This design comes from an exercise in tuning for small area, a short achievable clock period and few clock cycles on the open sky130 flow, not from production work. Function was not checked in any run shown here: the RTL went through the layout flow alone.

==> flow/run.sh <==
#!/bin/bash
# synth_recipe.tcl (not shown) runs the flow's synth.tcl, then flattens the netlist and writes it again
# the make line also repeats each setting of config.mk as NAME=value (left out here)
make -C /OpenROAD-flow-scripts/flow DESIGN_CONFIG=/design/flow/config.mk WORK_HOME=/design/flow/orfs CLKGATE_MAP_FILE= SYNTH_SCRIPT=/design/flow/synth_recipe.tcl finish
==> flow/config.mk <==
export PLATFORM = sky130hd
export DESIGN_NAME = booth_mul
export DESIGN_NICKNAME = booth_mul
export VERILOG_FILES = /design/flow/design.v
export SDC_FILE = /design/flow/constraint.sdc
export NUM_CORES = 4
export LEC_CHECK = 0
export CAP_MARGIN = 20
export CORE_MARGIN = 2
export CORE_UTILIZATION = 40
export PLACE_DENSITY = 0.6
export SLEW_MARGIN = 20
==> flow/constraint.sdc <==
create_clock -name core_clock -period 5.0 [get_ports {clk}]
set_input_delay 1.0000 -clock core_clock [delete_from_list [all_inputs] [get_ports {clk}]]
set_output_delay 1.0000 -clock core_clock [all_outputs]
set_load 0.01 [all_outputs]
==> flow/design.v <==
module booth_mul(clk, rst, start, data_in, done, product);
  input clk, rst, start;
  input [31:0] data_in;
  output done;
  output [63:0] product;
  reg [31:0] M;              
  reg [31:0] Q;              
  reg [33:0] AS, AC;         
  reg [7:0] L1, L2;          
  reg [3:0] ONE, TWO, NEG;   
  reg        NGL;            
  reg [1:0]  cl;             
  reg        s_lm, s_lq, s_st, s_f1, s_fin, s_dn;
  reg [1:0] cnt;
  assign done = s_dn;
  assign product = {M, Q};
  wire idle = ~(s_lm | s_lq | s_st | s_fin);
  wire [8:0] nx = s_lq ? {data_in[7:0], 1'b0} : Q[15:7];
  wire nb0_2 = nx[2], nb0_1 = nx[1], nb0_0 = nx[0];
  wire nb1_2 = nx[4], nb1_1 = nx[3], nb1_0 = nx[2];
  wire nb2_2 = nx[6], nb2_1 = nx[5], nb2_0 = nx[4];
  wire nb3_2 = nx[8], nb3_1 = nx[7], nb3_0 = nx[6];
  wire [3:0] n_one = {nb3_1 ^ nb3_0, nb2_1 ^ nb2_0, nb1_1 ^ nb1_0, nb0_1 ^ nb0_0};
  wire [3:0] n_two = {(nb3_2 & ~nb3_1 & ~nb3_0) | (~nb3_2 & nb3_1 & nb3_0), (nb2_2 & ~nb2_1 & ~nb2_0) | (~nb2_2 & nb2_1 & nb2_0), (nb1_2 & ~nb1_1 & ~nb1_0) | (~nb1_2 & nb1_1 & nb1_0), (nb0_2 & ~nb0_1 & ~nb0_0) | (~nb0_2 & nb0_1 & nb0_0)};
  wire [3:0] n_neg = {nb3_2 & ~(nb3_1 & nb3_0), nb2_2 & ~(nb2_1 & nb2_0), nb1_2 & ~(nb1_1 & nb1_0), nb0_2 & ~(nb0_1 & nb0_0)};
  wire [33:0] as_i = s_f1 ? {1'b1, 33'd0} : AS;
  wire [33:0] ac_i = s_f1 ? 34'd0 : AC;
  wire [32:0] x0 = {M[31], M} ^ {33{NEG[0]}};
  wire [33:0] pp0;
  assign pp0[32:0] = ({33{ONE[0]}} & x0) | ({33{TWO[0]}} & {x0[31:0], NEG[0]});
  assign pp0[33] = ~pp0[32];
  wire [32:0] x1 = {M[31], M} ^ {33{NEG[1]}};
  wire [33:0] pp1;
  assign pp1[32:0] = ({33{ONE[1]}} & x1) | ({33{TWO[1]}} & {x1[31:0], NEG[1]});
  assign pp1[33] = ~pp1[32];
  wire [32:0] x2 = {M[31], M} ^ {33{NEG[2]}};
  wire [33:0] pp2;
  assign pp2[32:0] = ({33{ONE[2]}} & x2) | ({33{TWO[2]}} & {x2[31:0], NEG[2]});
  assign pp2[33] = ~pp2[32];
  wire [32:0] x3 = {M[31], M} ^ {33{NEG[3]}};
  wire [33:0] pp3;
  assign pp3[32:0] = ({33{ONE[3]}} & x3) | ({33{TWO[3]}} & {x3[31:0], NEG[3]});
  assign pp3[33] = ~pp3[32];
  wire s1, k2, s3, k4, s5, k6, s7, k8, s9, k10, s11, k12, s13, k14, s15, k16, s17, k18, s19, k20, s21, k22, s23, k24, s25, k26, s27, k28, s29, k30, s31, k32, s33, k34, s35, k36, s37, k38, s39, k40, s41, k42, s43, k44, s45, k46, s47, k48, s49, k50, s51, k52, s53, k54, s55, k56, s57, k58, s59, k60, s61, k62, s63, k64, s65, k66, s67, k68, s69, k70, s71, k72, s73, k74, s75, k76, s77, k78, s79, k80, s81, k82, s83, k84, s85, k86, s87, k88, s89, k90, s91, k92, s93, k94, s95, k96, s97, k98, s99, k100, s101, k102, s103, k104, s105, k106, s107, k108, s109, k110, s111, k112, s113, k114, s115, k116, s117, k118, s119, k120, s121, k122, s123, k124, s125, k126, s127, k128, s129, k130, s131, k132, s133, k134, s135, k136, s137, k138, s139, k140, s141, k142, s143, k144, s145, k146, s147, k148, s149, k150, s151, k152, s153, k154, s155, k156, s157, k158, s159, k160, s161, k162, s163, k164, s165, k166, s167, k168, s169, k170, s171, k172, s173, k174, s175, k176, s177, k178, s179, k180, s181, k182, s183, k184, s185, k186, s187, k188, s189, k190, s191, k192, s193, k194, s195, k196, s197, k198, s199, k200, s201, k202, s203, k204, s205, k206, s207, k208, s209, k210, s211, k212, s213, k214, s215, k216, s217, k218, s219, k220, s221, k222, s223, k224, s225, k226, s227, k228, s229, k230, s231, k232, s233, k234, s235, k236, s237, k238, s239, k240, s241, k242, s243, k244, s245, k246, s247, k248, s249, k250, s251, k252, s253, k254, s255, k256, s257, k258, s259, k260, s261, k262, s263, k264, s265, k266, s267, k268, s269, k270, s271, k272, s273, k274, s275, k276, s277, k278;
  assign s1 = as_i[2] ^ ac_i[2];
  assign k2 = as_i[2] & ac_i[2];
  assign s3 = as_i[3] ^ ac_i[3];
  assign k4 = as_i[3] & ac_i[3];
  assign s5 = as_i[4] ^ ac_i[4] ^ pp0[4];
  assign k6 = (as_i[4] & ac_i[4]) | (as_i[4] & pp0[4]) | (ac_i[4] & pp0[4]);
  assign s7 = pp1[2] ^ pp2[0];
  assign k8 = pp1[2] & pp2[0];
  assign s9 = as_i[5] ^ ac_i[5] ^ pp0[5];
  assign k10 = (as_i[5] & ac_i[5]) | (as_i[5] & pp0[5]) | (ac_i[5] & pp0[5]);
  assign s11 = pp1[3] ^ pp2[1];
  assign k12 = pp1[3] & pp2[1];
  assign s13 = as_i[6] ^ ac_i[6] ^ pp0[6];
  assign k14 = (as_i[6] & ac_i[6]) | (as_i[6] & pp0[6]) | (ac_i[6] & pp0[6]);
  assign s15 = pp1[4] ^ pp2[2] ^ pp3[0];
  assign k16 = (pp1[4] & pp2[2]) | (pp1[4] & pp3[0]) | (pp2[2] & pp3[0]);
  assign s17 = as_i[7] ^ ac_i[7] ^ pp0[7];
  assign k18 = (as_i[7] & ac_i[7]) | (as_i[7] & pp0[7]) | (ac_i[7] & pp0[7]);
  assign s19 = pp1[5] ^ pp2[3] ^ pp3[1];
  assign k20 = (pp1[5] & pp2[3]) | (pp1[5] & pp3[1]) | (pp2[3] & pp3[1]);
  assign s21 = as_i[8] ^ ac_i[8] ^ pp0[8];
  assign k22 = (as_i[8] & ac_i[8]) | (as_i[8] & pp0[8]) | (ac_i[8] & pp0[8]);
  assign s23 = pp1[6] ^ pp2[4] ^ pp3[2];
  assign k24 = (pp1[6] & pp2[4]) | (pp1[6] & pp3[2]) | (pp2[4] & pp3[2]);
  assign s25 = as_i[9] ^ ac_i[9] ^ pp0[9];
  assign k26 = (as_i[9] & ac_i[9]) | (as_i[9] & pp0[9]) | (ac_i[9] & pp0[9]);
  assign s27 = pp1[7] ^ pp2[5] ^ pp3[3];
  assign k28 = (pp1[7] & pp2[5]) | (pp1[7] & pp3[3]) | (pp2[5] & pp3[3]);
  assign s29 = as_i[10] ^ ac_i[10] ^ pp0[10];
  assign k30 = (as_i[10] & ac_i[10]) | (as_i[10] & pp0[10]) | (ac_i[10] & pp0[10]);
  assign s31 = pp1[8] ^ pp2[6] ^ pp3[4];
  assign k32 = (pp1[8] & pp2[6]) | (pp1[8] & pp3[4]) | (pp2[6] & pp3[4]);
  assign s33 = as_i[11] ^ ac_i[11] ^ pp0[11];
  assign k34 = (as_i[11] & ac_i[11]) | (as_i[11] & pp0[11]) | (ac_i[11] & pp0[11]);
  assign s35 = pp1[9] ^ pp2[7] ^ pp3[5];
  assign k36 = (pp1[9] & pp2[7]) | (pp1[9] & pp3[5]) | (pp2[7] & pp3[5]);
  assign s37 = as_i[12] ^ ac_i[12] ^ pp0[12];
  assign k38 = (as_i[12] & ac_i[12]) | (as_i[12] & pp0[12]) | (ac_i[12] & pp0[12]);
  assign s39 = pp1[10] ^ pp2[8] ^ pp3[6];
  assign k40 = (pp1[10] & pp2[8]) | (pp1[10] & pp3[6]) | (pp2[8] & pp3[6]);
  assign s41 = as_i[13] ^ ac_i[13] ^ pp0[13];
  assign k42 = (as_i[13] & ac_i[13]) | (as_i[13] & pp0[13]) | (ac_i[13] & pp0[13]);
  assign s43 = pp1[11] ^ pp2[9] ^ pp3[7];
  assign k44 = (pp1[11] & pp2[9]) | (pp1[11] & pp3[7]) | (pp2[9] & pp3[7]);
  assign s45 = as_i[14] ^ ac_i[14] ^ pp0[14];
  assign k46 = (as_i[14] & ac_i[14]) | (as_i[14] & pp0[14]) | (ac_i[14] & pp0[14]);
  assign s47 = pp1[12] ^ pp2[10] ^ pp3[8];
  assign k48 = (pp1[12] & pp2[10]) | (pp1[12] & pp3[8]) | (pp2[10] & pp3[8]);
  assign s49 = as_i[15] ^ ac_i[15] ^ pp0[15];
  assign k50 = (as_i[15] & ac_i[15]) | (as_i[15] & pp0[15]) | (ac_i[15] & pp0[15]);
  assign s51 = pp1[13] ^ pp2[11] ^ pp3[9];
  assign k52 = (pp1[13] & pp2[11]) | (pp1[13] & pp3[9]) | (pp2[11] & pp3[9]);
  assign s53 = as_i[16] ^ ac_i[16] ^ pp0[16];
  assign k54 = (as_i[16] & ac_i[16]) | (as_i[16] & pp0[16]) | (ac_i[16] & pp0[16]);
  assign s55 = pp1[14] ^ pp2[12] ^ pp3[10];
  assign k56 = (pp1[14] & pp2[12]) | (pp1[14] & pp3[10]) | (pp2[12] & pp3[10]);
  assign s57 = as_i[17] ^ ac_i[17] ^ pp0[17];
  assign k58 = (as_i[17] & ac_i[17]) | (as_i[17] & pp0[17]) | (ac_i[17] & pp0[17]);
  assign s59 = pp1[15] ^ pp2[13] ^ pp3[11];
  assign k60 = (pp1[15] & pp2[13]) | (pp1[15] & pp3[11]) | (pp2[13] & pp3[11]);
  assign s61 = as_i[18] ^ ac_i[18] ^ pp0[18];
  assign k62 = (as_i[18] & ac_i[18]) | (as_i[18] & pp0[18]) | (ac_i[18] & pp0[18]);
  assign s63 = pp1[16] ^ pp2[14] ^ pp3[12];
  assign k64 = (pp1[16] & pp2[14]) | (pp1[16] & pp3[12]) | (pp2[14] & pp3[12]);
  assign s65 = as_i[19] ^ ac_i[19] ^ pp0[19];
  assign k66 = (as_i[19] & ac_i[19]) | (as_i[19] & pp0[19]) | (ac_i[19] & pp0[19]);
  assign s67 = pp1[17] ^ pp2[15] ^ pp3[13];
  assign k68 = (pp1[17] & pp2[15]) | (pp1[17] & pp3[13]) | (pp2[15] & pp3[13]);
  assign s69 = as_i[20] ^ ac_i[20] ^ pp0[20];
  assign k70 = (as_i[20] & ac_i[20]) | (as_i[20] & pp0[20]) | (ac_i[20] & pp0[20]);
  assign s71 = pp1[18] ^ pp2[16] ^ pp3[14];
  assign k72 = (pp1[18] & pp2[16]) | (pp1[18] & pp3[14]) | (pp2[16] & pp3[14]);
  assign s73 = as_i[21] ^ ac_i[21] ^ pp0[21];
  assign k74 = (as_i[21] & ac_i[21]) | (as_i[21] & pp0[21]) | (ac_i[21] & pp0[21]);
  assign s75 = pp1[19] ^ pp2[17] ^ pp3[15];
  assign k76 = (pp1[19] & pp2[17]) | (pp1[19] & pp3[15]) | (pp2[17] & pp3[15]);
  assign s77 = as_i[22] ^ ac_i[22] ^ pp0[22];
  assign k78 = (as_i[22] & ac_i[22]) | (as_i[22] & pp0[22]) | (ac_i[22] & pp0[22]);
  assign s79 = pp1[20] ^ pp2[18] ^ pp3[16];
  assign k80 = (pp1[20] & pp2[18]) | (pp1[20] & pp3[16]) | (pp2[18] & pp3[16]);
  assign s81 = as_i[23] ^ ac_i[23] ^ pp0[23];
  assign k82 = (as_i[23] & ac_i[23]) | (as_i[23] & pp0[23]) | (ac_i[23] & pp0[23]);
  assign s83 = pp1[21] ^ pp2[19] ^ pp3[17];
  assign k84 = (pp1[21] & pp2[19]) | (pp1[21] & pp3[17]) | (pp2[19] & pp3[17]);
  assign s85 = as_i[24] ^ ac_i[24] ^ pp0[24];
  assign k86 = (as_i[24] & ac_i[24]) | (as_i[24] & pp0[24]) | (ac_i[24] & pp0[24]);
  assign s87 = pp1[22] ^ pp2[20] ^ pp3[18];
  assign k88 = (pp1[22] & pp2[20]) | (pp1[22] & pp3[18]) | (pp2[20] & pp3[18]);
  assign s89 = as_i[25] ^ ac_i[25] ^ pp0[25];
  assign k90 = (as_i[25] & ac_i[25]) | (as_i[25] & pp0[25]) | (ac_i[25] & pp0[25]);
  assign s91 = pp1[23] ^ pp2[21] ^ pp3[19];
  assign k92 = (pp1[23] & pp2[21]) | (pp1[23] & pp3[19]) | (pp2[21] & pp3[19]);
  assign s93 = as_i[26] ^ ac_i[26] ^ pp0[26];
  assign k94 = (as_i[26] & ac_i[26]) | (as_i[26] & pp0[26]) | (ac_i[26] & pp0[26]);
  assign s95 = pp1[24] ^ pp2[22] ^ pp3[20];
  assign k96 = (pp1[24] & pp2[22]) | (pp1[24] & pp3[20]) | (pp2[22] & pp3[20]);
  assign s97 = as_i[27] ^ ac_i[27] ^ pp0[27];
  assign k98 = (as_i[27] & ac_i[27]) | (as_i[27] & pp0[27]) | (ac_i[27] & pp0[27]);
  assign s99 = pp1[25] ^ pp2[23] ^ pp3[21];
  assign k100 = (pp1[25] & pp2[23]) | (pp1[25] & pp3[21]) | (pp2[23] & pp3[21]);
  assign s101 = as_i[28] ^ ac_i[28] ^ pp0[28];
  assign k102 = (as_i[28] & ac_i[28]) | (as_i[28] & pp0[28]) | (ac_i[28] & pp0[28]);
  assign s103 = pp1[26] ^ pp2[24] ^ pp3[22];
  assign k104 = (pp1[26] & pp2[24]) | (pp1[26] & pp3[22]) | (pp2[24] & pp3[22]);
  assign s105 = as_i[29] ^ ac_i[29] ^ pp0[29];
  assign k106 = (as_i[29] & ac_i[29]) | (as_i[29] & pp0[29]) | (ac_i[29] & pp0[29]);
  assign s107 = pp1[27] ^ pp2[25] ^ pp3[23];
  assign k108 = (pp1[27] & pp2[25]) | (pp1[27] & pp3[23]) | (pp2[25] & pp3[23]);
  assign s109 = as_i[30] ^ ac_i[30] ^ pp0[30];
  assign k110 = (as_i[30] & ac_i[30]) | (as_i[30] & pp0[30]) | (ac_i[30] & pp0[30]);
  assign s111 = pp1[28] ^ pp2[26] ^ pp3[24];
  assign k112 = (pp1[28] & pp2[26]) | (pp1[28] & pp3[24]) | (pp2[26] & pp3[24]);
  assign s113 = as_i[31] ^ ac_i[31] ^ pp0[31];
  assign k114 = (as_i[31] & ac_i[31]) | (as_i[31] & pp0[31]) | (ac_i[31] & pp0[31]);
  assign s115 = pp1[29] ^ pp2[27] ^ pp3[25];
  assign k116 = (pp1[29] & pp2[27]) | (pp1[29] & pp3[25]) | (pp2[27] & pp3[25]);
  assign s117 = as_i[32] ^ pp0[32] ^ pp1[30];
  assign k118 = (as_i[32] & pp0[32]) | (as_i[32] & pp1[30]) | (pp0[32] & pp1[30]);
  assign s119 = pp2[28] ^ pp3[26];
  assign k120 = pp2[28] & pp3[26];
  assign s121 = as_i[33] ^ pp0[33] ^ pp1[31];
  assign k122 = (as_i[33] & pp0[33]) | (as_i[33] & pp1[31]) | (pp0[33] & pp1[31]);
  assign s123 = pp2[29] ^ pp3[27];
  assign k124 = pp2[29] & pp3[27];
  assign s125 = 1'b1 ^ pp1[32] ^ pp2[30];
  assign k126 = (1'b1 & pp1[32]) | (1'b1 & pp2[30]) | (pp1[32] & pp2[30]);
  assign s127 = as_i[0] ^ ac_i[0];
  assign k128 = as_i[0] & ac_i[0];
  assign s129 = as_i[1] ^ ac_i[1];
  assign k130 = as_i[1] & ac_i[1];
  assign s131 = pp0[2] ^ pp1[0] ^ NEG[1];
  assign k132 = (pp0[2] & pp1[0]) | (pp0[2] & NEG[1]) | (pp1[0] & NEG[1]);
  assign s133 = pp0[3] ^ pp1[1] ^ s3;
  assign k134 = (pp0[3] & pp1[1]) | (pp0[3] & s3) | (pp1[1] & s3);
  assign s135 = NEG[2] ^ s5 ^ s7;
  assign k136 = (NEG[2] & s5) | (NEG[2] & s7) | (s5 & s7);
  assign s137 = s9 ^ s11 ^ k6;
  assign k138 = (s9 & s11) | (s9 & k6) | (s11 & k6);
  assign s139 = s13 ^ s15 ^ k10;
  assign k140 = (s13 & s15) | (s13 & k10) | (s15 & k10);
  assign s141 = s17 ^ s19 ^ k14;
  assign k142 = (s17 & s19) | (s17 & k14) | (s19 & k14);
  assign s143 = s21 ^ s23 ^ k18;
  assign k144 = (s21 & s23) | (s21 & k18) | (s23 & k18);
  assign s145 = s25 ^ s27 ^ k22;
  assign k146 = (s25 & s27) | (s25 & k22) | (s27 & k22);
  assign s147 = s29 ^ s31 ^ k26;
  assign k148 = (s29 & s31) | (s29 & k26) | (s31 & k26);
  assign s149 = s33 ^ s35 ^ k30;
  assign k150 = (s33 & s35) | (s33 & k30) | (s35 & k30);
  assign s151 = s37 ^ s39 ^ k34;
  assign k152 = (s37 & s39) | (s37 & k34) | (s39 & k34);
  assign s153 = s41 ^ s43 ^ k38;
  assign k154 = (s41 & s43) | (s41 & k38) | (s43 & k38);
  assign s155 = s45 ^ s47 ^ k42;
  assign k156 = (s45 & s47) | (s45 & k42) | (s47 & k42);
  assign s157 = s49 ^ s51 ^ k46;
  assign k158 = (s49 & s51) | (s49 & k46) | (s51 & k46);
  assign s159 = s53 ^ s55 ^ k50;
  assign k160 = (s53 & s55) | (s53 & k50) | (s55 & k50);
  assign s161 = s57 ^ s59 ^ k54;
  assign k162 = (s57 & s59) | (s57 & k54) | (s59 & k54);
  assign s163 = s61 ^ s63 ^ k58;
  assign k164 = (s61 & s63) | (s61 & k58) | (s63 & k58);
  assign s165 = s65 ^ s67 ^ k62;
  assign k166 = (s65 & s67) | (s65 & k62) | (s67 & k62);
  assign s167 = s69 ^ s71 ^ k66;
  assign k168 = (s69 & s71) | (s69 & k66) | (s71 & k66);
  assign s169 = s73 ^ s75 ^ k70;
  assign k170 = (s73 & s75) | (s73 & k70) | (s75 & k70);
  assign s171 = s77 ^ s79 ^ k74;
  assign k172 = (s77 & s79) | (s77 & k74) | (s79 & k74);
  assign s173 = s81 ^ s83 ^ k78;
  assign k174 = (s81 & s83) | (s81 & k78) | (s83 & k78);
  assign s175 = s85 ^ s87 ^ k82;
  assign k176 = (s85 & s87) | (s85 & k82) | (s87 & k82);
  assign s177 = s89 ^ s91 ^ k86;
  assign k178 = (s89 & s91) | (s89 & k86) | (s91 & k86);
  assign s179 = s93 ^ s95 ^ k90;
  assign k180 = (s93 & s95) | (s93 & k90) | (s95 & k90);
  assign s181 = s97 ^ s99 ^ k94;
  assign k182 = (s97 & s99) | (s97 & k94) | (s99 & k94);
  assign s183 = s101 ^ s103 ^ k98;
  assign k184 = (s101 & s103) | (s101 & k98) | (s103 & k98);
  assign s185 = s105 ^ s107 ^ k102;
  assign k186 = (s105 & s107) | (s105 & k102) | (s107 & k102);
  assign s187 = s109 ^ s111 ^ k106;
  assign k188 = (s109 & s111) | (s109 & k106) | (s111 & k106);
  assign s189 = s113 ^ s115 ^ k110;
  assign k190 = (s113 & s115) | (s113 & k110) | (s115 & k110);
  assign s191 = s117 ^ s119 ^ k114;
  assign k192 = (s117 & s119) | (s117 & k114) | (s119 & k114);
  assign s193 = s121 ^ s123 ^ k118;
  assign k194 = (s121 & s123) | (s121 & k118) | (s123 & k118);
  assign s195 = pp3[28] ^ s125 ^ k122;
  assign k196 = (pp3[28] & s125) | (pp3[28] & k122) | (s125 & k122);
  assign s197 = pp1[33] ^ pp2[31] ^ pp3[29];
  assign k198 = (pp1[33] & pp2[31]) | (pp1[33] & pp3[29]) | (pp2[31] & pp3[29]);
  assign s199 = 1'b1 ^ pp2[32];
  assign k200 = 1'b1 & pp2[32];
  assign s201 = pp0[0] ^ NEG[0];
  assign k202 = pp0[0] & NEG[0];
  assign s203 = pp0[1] ^ s129 ^ k128;
  assign k204 = (pp0[1] & s129) | (pp0[1] & k128) | (s129 & k128);
  assign s205 = s1 ^ s131 ^ k130;
  assign k206 = (s1 & s131) | (s1 & k130) | (s131 & k130);
  assign s207 = k2 ^ s133 ^ k132;
  assign k208 = (k2 & s133) | (k2 & k132) | (s133 & k132);
  assign s209 = k4 ^ s135 ^ k134;
  assign k210 = (k4 & s135) | (k4 & k134) | (s135 & k134);
  assign s211 = k8 ^ s137 ^ k136;
  assign k212 = (k8 & s137) | (k8 & k136) | (s137 & k136);
  assign s213 = k12 ^ s139 ^ k138;
  assign k214 = (k12 & s139) | (k12 & k138) | (s139 & k138);
  assign s215 = k16 ^ s141 ^ k140;
  assign k216 = (k16 & s141) | (k16 & k140) | (s141 & k140);
  assign s217 = k20 ^ s143 ^ k142;
  assign k218 = (k20 & s143) | (k20 & k142) | (s143 & k142);
  assign s219 = k24 ^ s145 ^ k144;
  assign k220 = (k24 & s145) | (k24 & k144) | (s145 & k144);
  assign s221 = k28 ^ s147 ^ k146;
  assign k222 = (k28 & s147) | (k28 & k146) | (s147 & k146);
  assign s223 = k32 ^ s149 ^ k148;
  assign k224 = (k32 & s149) | (k32 & k148) | (s149 & k148);
  assign s225 = k36 ^ s151 ^ k150;
  assign k226 = (k36 & s151) | (k36 & k150) | (s151 & k150);
  assign s227 = k40 ^ s153 ^ k152;
  assign k228 = (k40 & s153) | (k40 & k152) | (s153 & k152);
  assign s229 = k44 ^ s155 ^ k154;
  assign k230 = (k44 & s155) | (k44 & k154) | (s155 & k154);
  assign s231 = k48 ^ s157 ^ k156;
  assign k232 = (k48 & s157) | (k48 & k156) | (s157 & k156);
  assign s233 = k52 ^ s159 ^ k158;
  assign k234 = (k52 & s159) | (k52 & k158) | (s159 & k158);
  assign s235 = k56 ^ s161 ^ k160;
  assign k236 = (k56 & s161) | (k56 & k160) | (s161 & k160);
  assign s237 = k60 ^ s163 ^ k162;
  assign k238 = (k60 & s163) | (k60 & k162) | (s163 & k162);
  assign s239 = k64 ^ s165 ^ k164;
  assign k240 = (k64 & s165) | (k64 & k164) | (s165 & k164);
  assign s241 = k68 ^ s167 ^ k166;
  assign k242 = (k68 & s167) | (k68 & k166) | (s167 & k166);
  assign s243 = k72 ^ s169 ^ k168;
  assign k244 = (k72 & s169) | (k72 & k168) | (s169 & k168);
  assign s245 = k76 ^ s171 ^ k170;
  assign k246 = (k76 & s171) | (k76 & k170) | (s171 & k170);
  assign s247 = k80 ^ s173 ^ k172;
  assign k248 = (k80 & s173) | (k80 & k172) | (s173 & k172);
  assign s249 = k84 ^ s175 ^ k174;
  assign k250 = (k84 & s175) | (k84 & k174) | (s175 & k174);
  assign s251 = k88 ^ s177 ^ k176;
  assign k252 = (k88 & s177) | (k88 & k176) | (s177 & k176);
  assign s253 = k92 ^ s179 ^ k178;
  assign k254 = (k92 & s179) | (k92 & k178) | (s179 & k178);
  assign s255 = k96 ^ s181 ^ k180;
  assign k256 = (k96 & s181) | (k96 & k180) | (s181 & k180);
  assign s257 = k100 ^ s183 ^ k182;
  assign k258 = (k100 & s183) | (k100 & k182) | (s183 & k182);
  assign s259 = k104 ^ s185 ^ k184;
  assign k260 = (k104 & s185) | (k104 & k184) | (s185 & k184);
  assign s261 = k108 ^ s187 ^ k186;
  assign k262 = (k108 & s187) | (k108 & k186) | (s187 & k186);
  assign s263 = k112 ^ s189 ^ k188;
  assign k264 = (k112 & s189) | (k112 & k188) | (s189 & k188);
  assign s265 = k116 ^ s191 ^ k190;
  assign k266 = (k116 & s191) | (k116 & k190) | (s191 & k190);
  assign s267 = k120 ^ s193 ^ k192;
  assign k268 = (k120 & s193) | (k120 & k192) | (s193 & k192);
  assign s269 = k124 ^ s195 ^ k194;
  assign k270 = (k124 & s195) | (k124 & k194) | (s195 & k194);
  assign s271 = k126 ^ s197 ^ k196;
  assign k272 = (k126 & s197) | (k126 & k196) | (s197 & k196);
  assign s273 = pp3[30] ^ s199 ^ k198;
  assign k274 = (pp3[30] & s199) | (pp3[30] & k198) | (s199 & k198);
  assign s275 = pp2[33] ^ pp3[31] ^ k200;
  assign k276 = (pp2[33] & pp3[31]) | (pp2[33] & k200) | (pp3[31] & k200);
  assign s277 = 1'b1 ^ pp3[32];
  assign k278 = 1'b1 & pp3[32];
  wire [7:0] t_l1 = {s215, s213, s211, s209, s207, s205, s203, s127};
  wire [7:0] t_l2 = {k214, k212, k210, k208, k206, k204, k202, s201};
  wire [33:0] t_h1 = {1'b0, 1'b1, pp3[33], s277, s275, s273, s271, s269, s267, s265, s263, s261, s259, s257, s255, s253, s251, s249, s247, s245, s243, s241, s239, s237, s235, s233, s231, s229, s227, s225, s223, s221, s219, s217};
  wire [33:0] t_h2 = {1'b0, 1'b0, k278, k276, k274, k272, k270, k268, k266, k264, k262, k260, k258, k256, k254, k252, k250, k248, k246, k244, k242, k240, k238, k236, k234, k232, k230, k228, k226, k224, k222, k220, k218, k216};
  wire [7:0] l1 = s_f1 ? 8'd0 : L1;
  wire [7:0] l2 = s_f1 ? 8'd0 : L2;
  wire [7:0] spr = s_f1 ? 8'd0 : {1'b0, NGL, 1'b0, 1'b0, 1'b0, 1'b0, cl[1], 1'b0};
  wire cl0 = ~s_f1 & cl[0];
  wire [9:0] lo = l1 + l2 + spr + {9'd0, cl0};
  wire [39:0] fin = {AS[31:0], L1} + {AC[31:0], L2} + {32'd0, spr} + {39'd0, cl0};
  wire [31:0] phi = fin[39:8];
  always @(posedge clk) begin
    if (rst) begin
      s_lm <= 1'b0; s_lq <= 1'b0; s_st <= 1'b0; s_f1 <= 1'b0; s_fin <= 1'b0; s_dn <= 1'b0;
    end else begin
      s_lm <= idle & start;
      s_lq <= s_lm;
      s_st <= s_lq | (s_st & (cnt != 2'd3));
      s_f1 <= s_lq;
      s_fin <= s_st & (cnt == 2'd3);
      if (idle & start) s_dn <= 1'b0;
      else if (s_fin) s_dn <= 1'b1;
    end
  end
  always @(posedge clk) begin
    if (s_lq) cnt <= 2'd0;
    else if (s_st) cnt <= cnt + 2'd1;
  end
  always @(posedge clk) begin
    ONE <= n_one; TWO <= n_two; NEG <= n_neg;
    NGL <= NEG[3];
    AS <= t_h1; AC <= t_h2;
    L1 <= t_l1; L2 <= t_l2;
    cl <= lo[9:8];
  end
  always @(posedge clk) begin
    if (s_lm) M <= data_in;
    else if (s_fin) M <= phi;
  end
  always @(posedge clk) begin
    if (s_lq) Q <= data_in;
    else if (s_st | s_fin) Q <= {lo[7:0], Q[31:8]};
  end
endmodule
==> impl_metrics.tcl, run 1 <==
set metrics [dict create \
    cts_hold_buf 0 \
    synth_flop_cell "dfxtp_1" \
    ys_ff_latch 166 \
    fin_crit_ns 3.913 \
    r2r_cells 14 \
    r2r_slack_ns 1.09 \
    wire_per_inst_um 21.79 \
    hold_start "s_dn" \
    cpMostUsedCell "nand2_1" \
    nNetsFinal 1666 \
    maxSlewHeadroom 0.2372 \
    pin_count 100 \
    rr_startpoint "s_f1" \
    report.final.hold_viol_count 0 \
    start_util 0.4070 \
    grt_max_degree 62 \
    fp.dieH_um 188.9 \
    portBuffers 99 \
    yosys.cell_types.count 68 \
    die-area_um2 35700 \
    pre_cts_ws_ns 1.110 \
    worstPathRequired_ns 5.17 \
    grt_pass1_wl_um 63030 \
    setup-tns-final_ns 0 \
    cts_resized 0 \
    dp_hpwl_um 30880 \
    skew_ns 0.01643 \
    cp-end-kind "register" \
    arrival_ns 4.09 \
    cts_tree "done" \
    cts.sinks 166 \
    antenna_found_initial 0 \
    start_kind "register" \
    rsz0062_at_grt "no" \
    gr-usage-all-layers 0.2299 \
    min_period_over_period 0.7826 \
    layout_setup_ws_ns 1.087 \
    place_congestion 0.8748 \
    cp-endpoint "M[23]" \
    chipWidth_um 188.9 \
    maxSlewViolCount 0 \
    dr.first_iter.drc_count 824 \
    drt_wl_total_um 40460 \
    vias 10330 \
    slowest_stage "buf_4" \
    synth_nets 1610 \
    clk_pin_slew_worst_paths_ns 0.08 \
    finish.utilization 0.4663 \
    cp_max_fo 61 \
    r2r-end "M[23]" \
    setup_viol 0 \
    syn_area_per_cell_um2 10.21 \
    first_global_vias 10830 \
    vias_per_cell 5.563 \
    antenna_cells 0 \
    post_cts_buffers 0 \
    dr.pass1.iters 6 \
    synth_edf_count 64 \
    core-area_um2 33620 \
    ys.warnings.count 1 \
    clk_latency_ns 0.44 \
    cp_cell_sequence "inv_2 > buf_4 > nand2_1 > fa_1 > inv_1 > ha_1 > nor2b_1 > o21a_1 > o2111a_1 > or3_4 > and4_4 > or4_1 > nand2_1 > o21ai_1" \
    clock_path_buffers 2 \
    run_status "complete, no violations" \
    overflow 0 \
    hold_path.class "register to register" \
    synth_area_um2 13680 \
    max_freq_mhz 255.6 \
    clockRootBuffer "clkbuf_16" \
    path_class "register to register" \
    crit_start "s_f1" \
    critPathMaxStageDelay_ns 0.49 \
    worst-slew-pin-transition_ns 1.143 \
    async_flop_share 0 \
    seq_area_frac_synth 0.2897 \
    ant_nets 0 \
    fp-row-count 67 \
    h-tree-depth 4 \
    cts_buffers 17 \
    drive_gt1_frac 0.06671 \
    cap_violations 0 \
    drc 0 \
    synthesis.instances 1340 \
    syn2layout_area_growth_pct 14.56 \
]
[critical path: cells and delay by family (launching register included)]
| family | cells | cell delay [ns] |
|---|---|---|
| flops | 1 | 0.33 |
| simple gates | 6 | 1.55 |
| compound gates | 3 | 0.53 |
| buf+inv | 3 | 0.60 |
| fa+ha+maj | 2 | 0.62 |
[cell families (layout without fill, tap and decap cells)]
family / Yosys count / in the layout / synth area share
compound gates: 292 / 292 / 0.1524
xor+xnor: 156 / 156 / 0.09986
fa+ha+maj: 235 / 235 / 0.2873
buf+inv: 207 / 276 / 0.05743
flops: 166 / 166 / 0.2897
mux: 32 / 32 / 0.02542
simple gates: 252 / 252 / 0.08788
[cell usage in the layout (no fill, tap or decap), types with 7 or more instances in the layout]
| master | count |
|---|---|
| or3_1 | 8 |
| edfxtp_1 | 64 |
| nor2b_1 | 29 |
| nor2_1 | 34 |
| buf_4 | 12 |
| xor2_1 | 141 |
| and3_1 | 10 |
| a21oi_1 | 26 |
| fa_1 | 132 |
| a22oi_1 | 116 |
| inv_1 | 131 |
| xnor2_1 | 15 |
| clkdlybuf4s50_1 | 99 |
| mux2i_1 | 10 |
| mux2_2 | 22 |
| a22o_1 | 15 |
| dfxtp_1 | 90 |
| nand3_1 | 13 |
| clkbuf_16 | 17 |
| a211oi_1 | 7 |
| o21ai_0 | 41 |
| nand2_1 | 120 |
| a21o_1 | 27 |
| ha_1 | 103 |
| dfxtp_2 | 12 |
[per-stage QoR]
step           cell area [µm²]  std cells  hold WS, ns
3_5_place_dp             15050       1825       0.4875
6_report                 15670       1857       0.4968
4_1_cts                  15670       1857       0.5051
5_1_grt                  15670       1857       0.5278
3_3_place_gp             15050       1825       0.4825
2_1_floorplan            13680       1340       0.3290
[final cells by class]
cell class	instances	area, µm²
Fill cell	3127	17940
Multi-Input combinational cell	967	8932
Tap cell	448	560.5
Inverter	133	499.2
Clock inverter	15	196.4
Clock buffer	17	425.4
Sequential cell	166	3979
Timing Repair Buffer	111	1081
[synthesized netlist by cell type, types with 29 or more instances]
library cell / count / area [µm²]
a22oi_1: 116 / 870.8
clkbuf_1: 59 / 221.5
dfxtp_1: 102 / 2042
edfxtp_1: 64 / 1922
fa_1: 132 / 2643
ha_1: 103 / 1289
inv_1: 131 / 491.7
nand2_1: 120 / 450.4
nor2_1: 34 / 127.6
nor2b_1: 29 / 181.4
o21ai_0: 41 / 205.2
xor2_1: 141 / 1235
[metal layers]
| metal | GRT usage | share of wire |
|---|---|---|
| met3 | 0.04319 | 0.062 |
| met2 | 0.3577 | 0.45 |
| met5 | 0 | 0 |
| met1 | 0.3216 | 0.46 |
| met4 | 0.07722 | 0.030 |
[sequential cells by signal, summed over array words and instances (netlist names), 2 cells and up]
name,flops
AC,32
M,32
Q,32
AS,31
L1,8
L2,8
NEG,4
ONE,4
TWO,4
cl,2
cnt,2
[how the worst min path moves through the flow]
stage	to	slack [ns]	depth (start not counted)
2_1_floorplan	NGL	0.33	0
3_5_place_dp	s_dn	0.49	2
5_1_grt	s_fin	0.53	2
4_1_cts	s_dn	0.51	2
6_report	s_dn	0.50	2
3_3_place_gp	cnt[1]	0.48	2
==> run 2, diff against run 1 <==
--- a/flow/config.mk
+++ b/flow/config.mk
@@ -7,6 +7,7 @@
 export LEC_CHECK = 0
 export CAP_MARGIN = 20
 export CORE_MARGIN = 2
-export CORE_UTILIZATION = 40
-export PLACE_DENSITY = 0.6
+export CORE_UTILIZATION = 60
+export PLACE_DENSITY = 0.75
+export SETUP_SLACK_MARGIN = 2.0
 export SLEW_MARGIN = 20
==> impl_metrics.tcl, run 2 <==
set metrics [dict create \
    run_status "complete, no violations" \
    h-tree-depth 4 \
    clk_latency_ns 0.45 \
    cpLargestDelayFamily "compound AO/OA/AOI/OAI gates" \
    finalInstanceArea_um2 16280 \
    multi_input_area_um2 9206 \
    worstPathRequired_ns 5.28 \
    fillerInstances 1603 \
    grt_max_degree 44 \
    gr-usage-all-layers 0.3439 \
    setup_viol 0 \
    worst-slew-pin-transition_ns 1.009 \
    min_period_over_period 0.6885 \
    chipWidth_um 155.0 \
    overflow 0 \
    cts.sinks 166 \
    synth.top_cell.area_share 0.1931 \
    syn_area_per_cell_um2 10.21 \
    syn2layout_area_growth_pct 18.99 \
    async_flop_share 0 \
    place_congestion 0.9454 \
    drc 0 \
    first_global_vias 11130 \
    arrival_ns 3.73 \
    path_class "register to register" \
    ant_nets 0 \
    slowest_stage "fa_1" \
    ys.warnings.count 1 \
    report.final.hold_viol_count 0 \
    cp-end-kind "register" \
    drive_gt1_frac 0.1304 \
    synth_nets 1610 \
    cp_num_buf_inv 4 \
    setup-tns-final_ns 0 \
    nNetsFinal 1714 \
    yosys.cell_types.count 68 \
    synthesis.instances 1340 \
    drt_wl_total_um 40780 \
    ys_ff_latch 166 \
    cap_violations 0 \
    post-synth-top-count-cell "xor2_1" \
    maxSlewViolCount 0 \
    synth_common_cells "141 x xor2_1, 132 x fa_1, 131 x inv_1" \
    synth_edf_count 64 \
    final_cell_mix "140 x xor2_1, 131 x fa_1, 127 x inv_1" \
    wire_per_inst_um 23.41 \
    critPathMaxStageDelay_ns 0.49 \
    fp.dieH_um 155.0 \
    synth_area_um2 13680 \
    die-area_um2 24030 \
    cp_max_fo 3 \
    layout_setup_ws_ns 1.557 \
    vias_per_cell 6.263 \
    clockRootBuffer "clkbuf_16" \
    pin_count 100 \
    clk_pin_slew_worst_paths_ns 0.08 \
    rsz0062_at_grt "yes" \
    maxSlewHeadroom 0.3276 \
    placed_cell_area_um2 14880 \
    core-area_um2 22500 \
    fin_crit_ns 3.443 \
    antenna_found_initial 0 \
    skew_ns 0.01686 \
    cts_buffers 17 \
    cpMostUsedCell "buf_4" \
    synth.largest_area_cell "fa_1" \
    seq_area_frac_synth 0.2897 \
    grt_pass1_wl_um 62880 \
    vias 10910 \
    cp_cell_sequence "inv_16 > nand2_4 > fa_1 > inv_2 > ha_4 > and3_4 > a221o_1 > or2_1 > buf_4 > o2111a_1 > or2_4 > a311oi_4 > buf_4 > nand4_1 > o211ai_1" \
    top_regs "AC: 32 flops, M: 32 flops, Q: 32 flops" \
    final_common_cell "xor2_1" \
    netlist_top_cells_area "fa_1 19%, dfxtp_1 15%, edfxtp_1 14%" \
    portBuffers 99 \
    start_util 0.6080 \
    synth_flop_cell "dfxtp_1" \
    hold_path.class "register to register" \
    dp_hpwl_um 28400 \
    cts_tree "done" \
    final-seq-area_um2 4000 \
    finish.utilization 0.7235 \
    start_kind "register" \
    pre_cts_ws_ns 1.080 \
    dr.pass1.iters 7 \
    max_freq_mhz 290.5 \
    antenna_cells 0 \
    fp-row-count 55 \
    dr.first_iter.drc_count 1334 \
    clock_path_buffers 2 \
]
==> run 2: cell counts after synthesis <==
Identical to the previous run, type by type.
==> run 2: worst paths after layout <==
kind	start	cells after the start	slack, ns	end
max reg2reg	s_f1	15	1.56	M[29]
min	cnt[1]	2	0.51	cnt[1]
min reg2reg	cnt[1]	2	0.51	cnt[1]
max	s_f1	15	1.56	M[29]
==> run 2: logic make-up (layout without fill, tap and decap cells) <==
| logic type | after synthesis | after routing | synth area share |
|---|---|---|---|
| buf+inv | 207 | 324 | 0.05743 |
| mux | 32 | 32 | 0.02542 |
| fa+ha+maj | 235 | 235 | 0.2873 |
| xor+xnor | 156 | 156 | 0.09986 |
| flops | 166 | 166 | 0.2897 |
| compound gates | 292 | 292 | 0.1524 |
| simple gates | 252 | 252 | 0.08788 |
==> run 2: cell type report <==
cell class	count	area share
flip-flops and latches	166	0.2457
inverters	133	0.03166
repair buffers	157	0.09537
well taps	285	0.02190
clock buffers	17	0.02613
multi-input cells	967	0.5655
clock inverters	15	0.01268
repair inverters	2	0.001076
==> run 2: metal layers <==
metal / global-route usage / vias to the layer above / share of wire
met5: 0 / - / 0
met4: 0.1208 / 0 / 0.030
met3: 0.06546 / 80 / 0.080
met2: 0.5469 / 535 / 0.46
met1: 0.4752 / 5455 / 0.43
li1: - / 4841 / -
==> run 2: worst register-to-register path: stages (launching register included) <==
cell and delay (ns):
dfxtp_4 0.39, inv_16 0.06, nand2_4 0.05, fa_1 0.49, inv_2 0.05, ha_4 0.21, and3_4 0.14, a221o_1 0.29
or2_1 0.24, buf_4 0.14, o2111a_1 0.25, or2_4 0.26, a311oi_4 0.32, buf_4 0.19, nand4_1 0.08, o211ai_1 0.11
==> run 2: what timing repair did <==
item | 4_1_cts | 5_1_grt
hold buffers | 0 | 0
cloned | 2 | 0
gates resized for setup | 40 | 44
pin swaps | 18 | 23
endpoints found under the setup margin | 100 | 65
setup buffers | 20 | 27
==> run 2: stage by stage <==
stage,hold slack (ns),cells
2_1_floorplan,0.3290,1340
3_3_place_gp,0.4776,1661
3_5_place_dp,0.4947,1661
4_1_cts,0.5146,1715
5_1_grt,0.5385,1742
6_report,0.5104,1742
==> run 3, diff against run 2 <==
--- a/flow/design.v
+++ b/flow/design.v
@@ -328,8 +328,9 @@
   wire [7:0] l2 = s_f1 ? 8'd0 : L2;
   wire [7:0] spr = s_f1 ? 8'd0 : {1'b0, NGL, 1'b0, 1'b0, 1'b0, 1'b0, cl[1], 1'b0};
   wire cl0 = ~s_f1 & cl[0];
+  wire [7:0] spf = {1'b0, NGL, 1'b0, 1'b0, 1'b0, 1'b0, cl[1], 1'b0};
   wire [9:0] lo = l1 + l2 + spr + {9'd0, cl0};
-  wire [39:0] fin = {AS[31:0], L1} + {AC[31:0], L2} + {32'd0, spr} + {39'd0, cl0};
+  wire [39:0] fin = {AS[31:0], L1} + {AC[31:0], L2} + {32'd0, spf} + {39'd0, cl[0]};
   wire [31:0] phi = fin[39:8];
   always @(posedge clk) begin
     if (rst) begin
==> flow/flow/run.sh (new file) <==
#!/bin/bash
# Own layout flow: the standard layout (standard.sh), with the input and
# output ports buffered by sky130_fd_sc_hd__buf_2 instead of the cell
# buffer_ports picks by default. Everything else is the standard flow.
# Runs in the standard flow's work folder; each tool's output goes to a log file here.
set -euo pipefail
work=$(pwd)
cp config.mk flow_config.mk
echo "export BUFFER_PORTS_ARGS = -buffer_cell sky130_fd_sc_hd__buf_2" >> flow_config.mk
sed "s#${work}/config.mk#${work}/flow_config.mk#g; s#DESIGN_CONFIG=config.mk#DESIGN_CONFIG=${work}/flow_config.mk#g" standard.sh > flow_standard.sh
grep -q flow_config.mk flow_standard.sh
bash flow_standard.sh > flow_standard.log 2>&1
==> flow/standard.sh (new file) <==
#!/bin/bash
# synth_recipe.tcl (not shown) runs the flow's synth.tcl, then flattens the netlist and writes it again
# the make line also repeats each setting of config.mk as NAME=value (left out here)
make -C /OpenROAD-flow-scripts/flow DESIGN_CONFIG=/design/flow/config.mk WORK_HOME=/design/flow/orfs CLKGATE_MAP_FILE= SYNTH_SCRIPT=/design/flow/synth_recipe.tcl "${@:-finish}"
removed: flow/run.sh
==> impl_metrics.tcl, run 3 <==
set metrics [dict create \
    run_status "complete, no violations" \
    dr_wl_met3_um 3303 \
    clockRootBuffer "clkbuf_16" \
    synth.largest_area_cell "fa_1" \
    h-tree-depth 4 \
    arrival_ns 3.31 \
    dr.first_iter.drc_count 1151 \
    final_cell_mix "137 x inv_1, 137 x xor2_1, 131 x fa_1" \
    finalInstanceArea_um2 15140 \
    drt_wl_total_um 37380 \
    worst-slew-pin-transition_ns 0.9845 \
    cap_violations 0 \
    wl_met1_um 15750 \
    chipWidth_um 153.7 \
    path_class "register to register" \
    post-synth-top-count-cell "inv_1" \
    grt_max_degree 44 \
    setup-tns-final_ns 0 \
    setup_viol 0 \
    synth.top_cell.area_share 0.1966 \
    syn_area_per_cell_um2 10.24 \
    fp.dieH_um 153.7 \
    portBuffers 99 \
    dp_hpwl_um 26620 \
    gr-usage-all-layers 0.3187 \
    dr.pass1.iters 5 \
    cp-end-kind "register" \
    overflow 0 \
    layout_setup_ws_ns 1.877 \
    synth_area_um2 13440 \
    first_global_vias 10320 \
    pin_count 100 \
    start_kind "register" \
    dp_cells 1630 \
    multi_input_area_um2 8798 \
    min_period_over_period 0.6247 \
    ys_ff_latch 166 \
    wire_per_inst_um 22.22 \
    cts_buffers 17 \
    async_flop_share 0 \
    cts.sinks 166 \
    worstPathRequired_ns 5.19 \
    vias 10280 \
    antenna_found_initial 1 \
    vias_per_cell 6.113 \
    max_freq_mhz 320.2 \
    core-area_um2 21890 \
    placed_cell_area_um2 14110 \
    skew_ns 0.01487 \
    synth_flop_cell "dfxtp_1" \
    cp_max_fo 4 \
    pre_cts_ws_ns 1.516 \
    fin_crit_ns 3.123 \
    ys.warnings.count 1 \
    netlist_top_cells_area "fa_1 20%, dfxtp_1 15%, edfxtp_1 14%" \
    fillerInstances 1661 \
    ant_nets 0 \
    synth_nets 1582 \
    maxSlewHeadroom 0.3437 \
    maxSlewViolCount 0 \
    report.final.hold_viol_count 0 \
    clock_path_buffers 2 \
    syn2layout_area_growth_pct 12.66 \
    grt_pass1_wl_um 57820 \
    drc 0 \
    synthesis.instances 1312 \
    drive_gt1_frac 0.1635 \
    seq_area_frac_synth 0.2950 \
    fp-row-count 54 \
    fin_cells 1682 \
    clk_pin_slew_worst_paths_ns 0.08 \
    yosys.cell_types.count 55 \
    top_regs "AC: 32 flops, M: 32 flops, Q: 32 flops" \
    hold_path.class "register to register" \
    wl_met2_um 16850 \
    synth_edf_count 64 \
    die-area_um2 23610 \
    final-seq-area_um2 3994 \
    clk_latency_ns 0.45 \
    rsz0062_at_grt "yes" \
    synth_common_cells "139 x inv_1, 138 x xor2_1, 132 x fa_1" \
    start_util 0.6139 \
    place_congestion 0.9447 \
    cts_tree "done" \
    dr.max_layer_used "met4" \
    nNetsFinal 1658 \
]
==> run 3: changes by cell type after synthesis, moves of 6 or more <==
cell	before	now
a211oi_1	7	1
nor2_1	34	25
a21o_1	27	10
nand3_1	13	7
xnor2_1	15	25
a21oi_1	26	44
inv_1	131	139
o21ai_0	41	54
and3_1	10	4
==> run 3: final timing paths <==
kind / start / endpoint / slack, ns / cells after the start
max: L1[1] / M[8] / 1.88 / 12
min reg2reg: s_dn / s_dn / 0.50 / 2
max reg2reg: L1[1] / M[8] / 1.88 / 12
min: s_dn / s_dn / 0.50 / 2
==> run 3: worst max-delay path, cell delays in order (launching register included) <==
cell      delay [ns]
dfxtp_1         0.35
inv_1           0.07
fa_1            0.41
inv_1           0.06
ha_1            0.22
nand4b_1        0.14
o22ai_1         0.16
a211oi_2        0.37
o31a_1          0.35
o21bai_1        0.15
a21oi_1         0.23
xor2_1          0.24
o21ai_0         0.12
==> run 3: per-stage QoR <==
step / hold slack (ns) / util
finish: 0.5007 / 0.6916
global placement: 0.4786 / 0.6444
floorplan: 0.3290 / -
CTS: 0.5044 / 0.6830
detailed placement: 0.4893 / 0.6444
global route: 0.5472 / 0.6915
==> run 3: timing repair <==
item                       CTS  global route
pin swaps                   22            16
setup endpoints to repair   86            52
gates cloned                 1             0
resized for setup           29            22
hold buffers                 0             0
setup buffers               10             8
==> run 3: cells by family after synthesis <==
kind of cell | share of synthesized area
fa+ha+maj | 0.2926
compound gates | 0.1439
xor+xnor | 0.1062
flops | 0.2950
mux | 0.02598
simple gates | 0.07710
buf+inv | 0.05922
==> run 3: routing by layer <==
| layer | vias to the layer above | track usage |
|---|---|---|
| met1 | 5048 | 0.4514 |
| met2 | 515 | 0.4861 |
| met4 | 0 | 0.1298 |
| li1 | 4630 | - |
| met3 | 89 | 0.05975 |
| met5 | - | 0 |
==> run 3: layout make-up <==
type,count,area share
flip-flops and latches,166,0.2638
repair inverters,1,0.0004132
clock inverters,14,0.01174
well taps,280,0.02314
repair buffers,128,0.05463
clock buffers,18,0.02975
multi-input cells,934,0.5812
inverters,140,0.03521
diodes,1,0.0001653

## re-timing with driven ports
The flow's constraints put no driver on any port. The routed layouts listed below were extracted and timed again, unchanged, in two steps.
Step 1 (the two cells are an assumption about what drives the block):
set clk [get_ports {clk}]
set_driving_cell -lib_cell sky130_fd_sc_hd__clkbuf_16 $clk
set_driving_cell -lib_cell sky130_fd_sc_hd__buf_2 [delete_from_list [all_inputs] $clk]
Step 2 times the ports against the registers' clock, not the clock port: input delays grow and output delays shrink by t, the midpoint of the rising clock arrivals with the driver on.
a / b / c = no drivers / after step 1 / after step 2; a / b = the first two.
| run | shift t [ns] | setup WS [ns] | worst hold slack (ns) | latest minus earliest clock arrival (ns) |
|---|---|---|---|---|
| run 1 | 0.484 | 1.087 / 1.087 / 1.087 | 0.497 / 0.497 / 0.497 | 0.018 / 0.018 |
| run 2 | 0.495 | 1.557 / 1.557 / 1.557 | 0.510 / 0.510 / 0.510 | 0.017 / 0.017 |
| run 3 | 0.492 | 1.877 / 1.877 / 1.877 | 0.501 / 0.501 / 0.501 | 0.015 / 0.016 |
After both steps setup and hold are still met in every run listed.
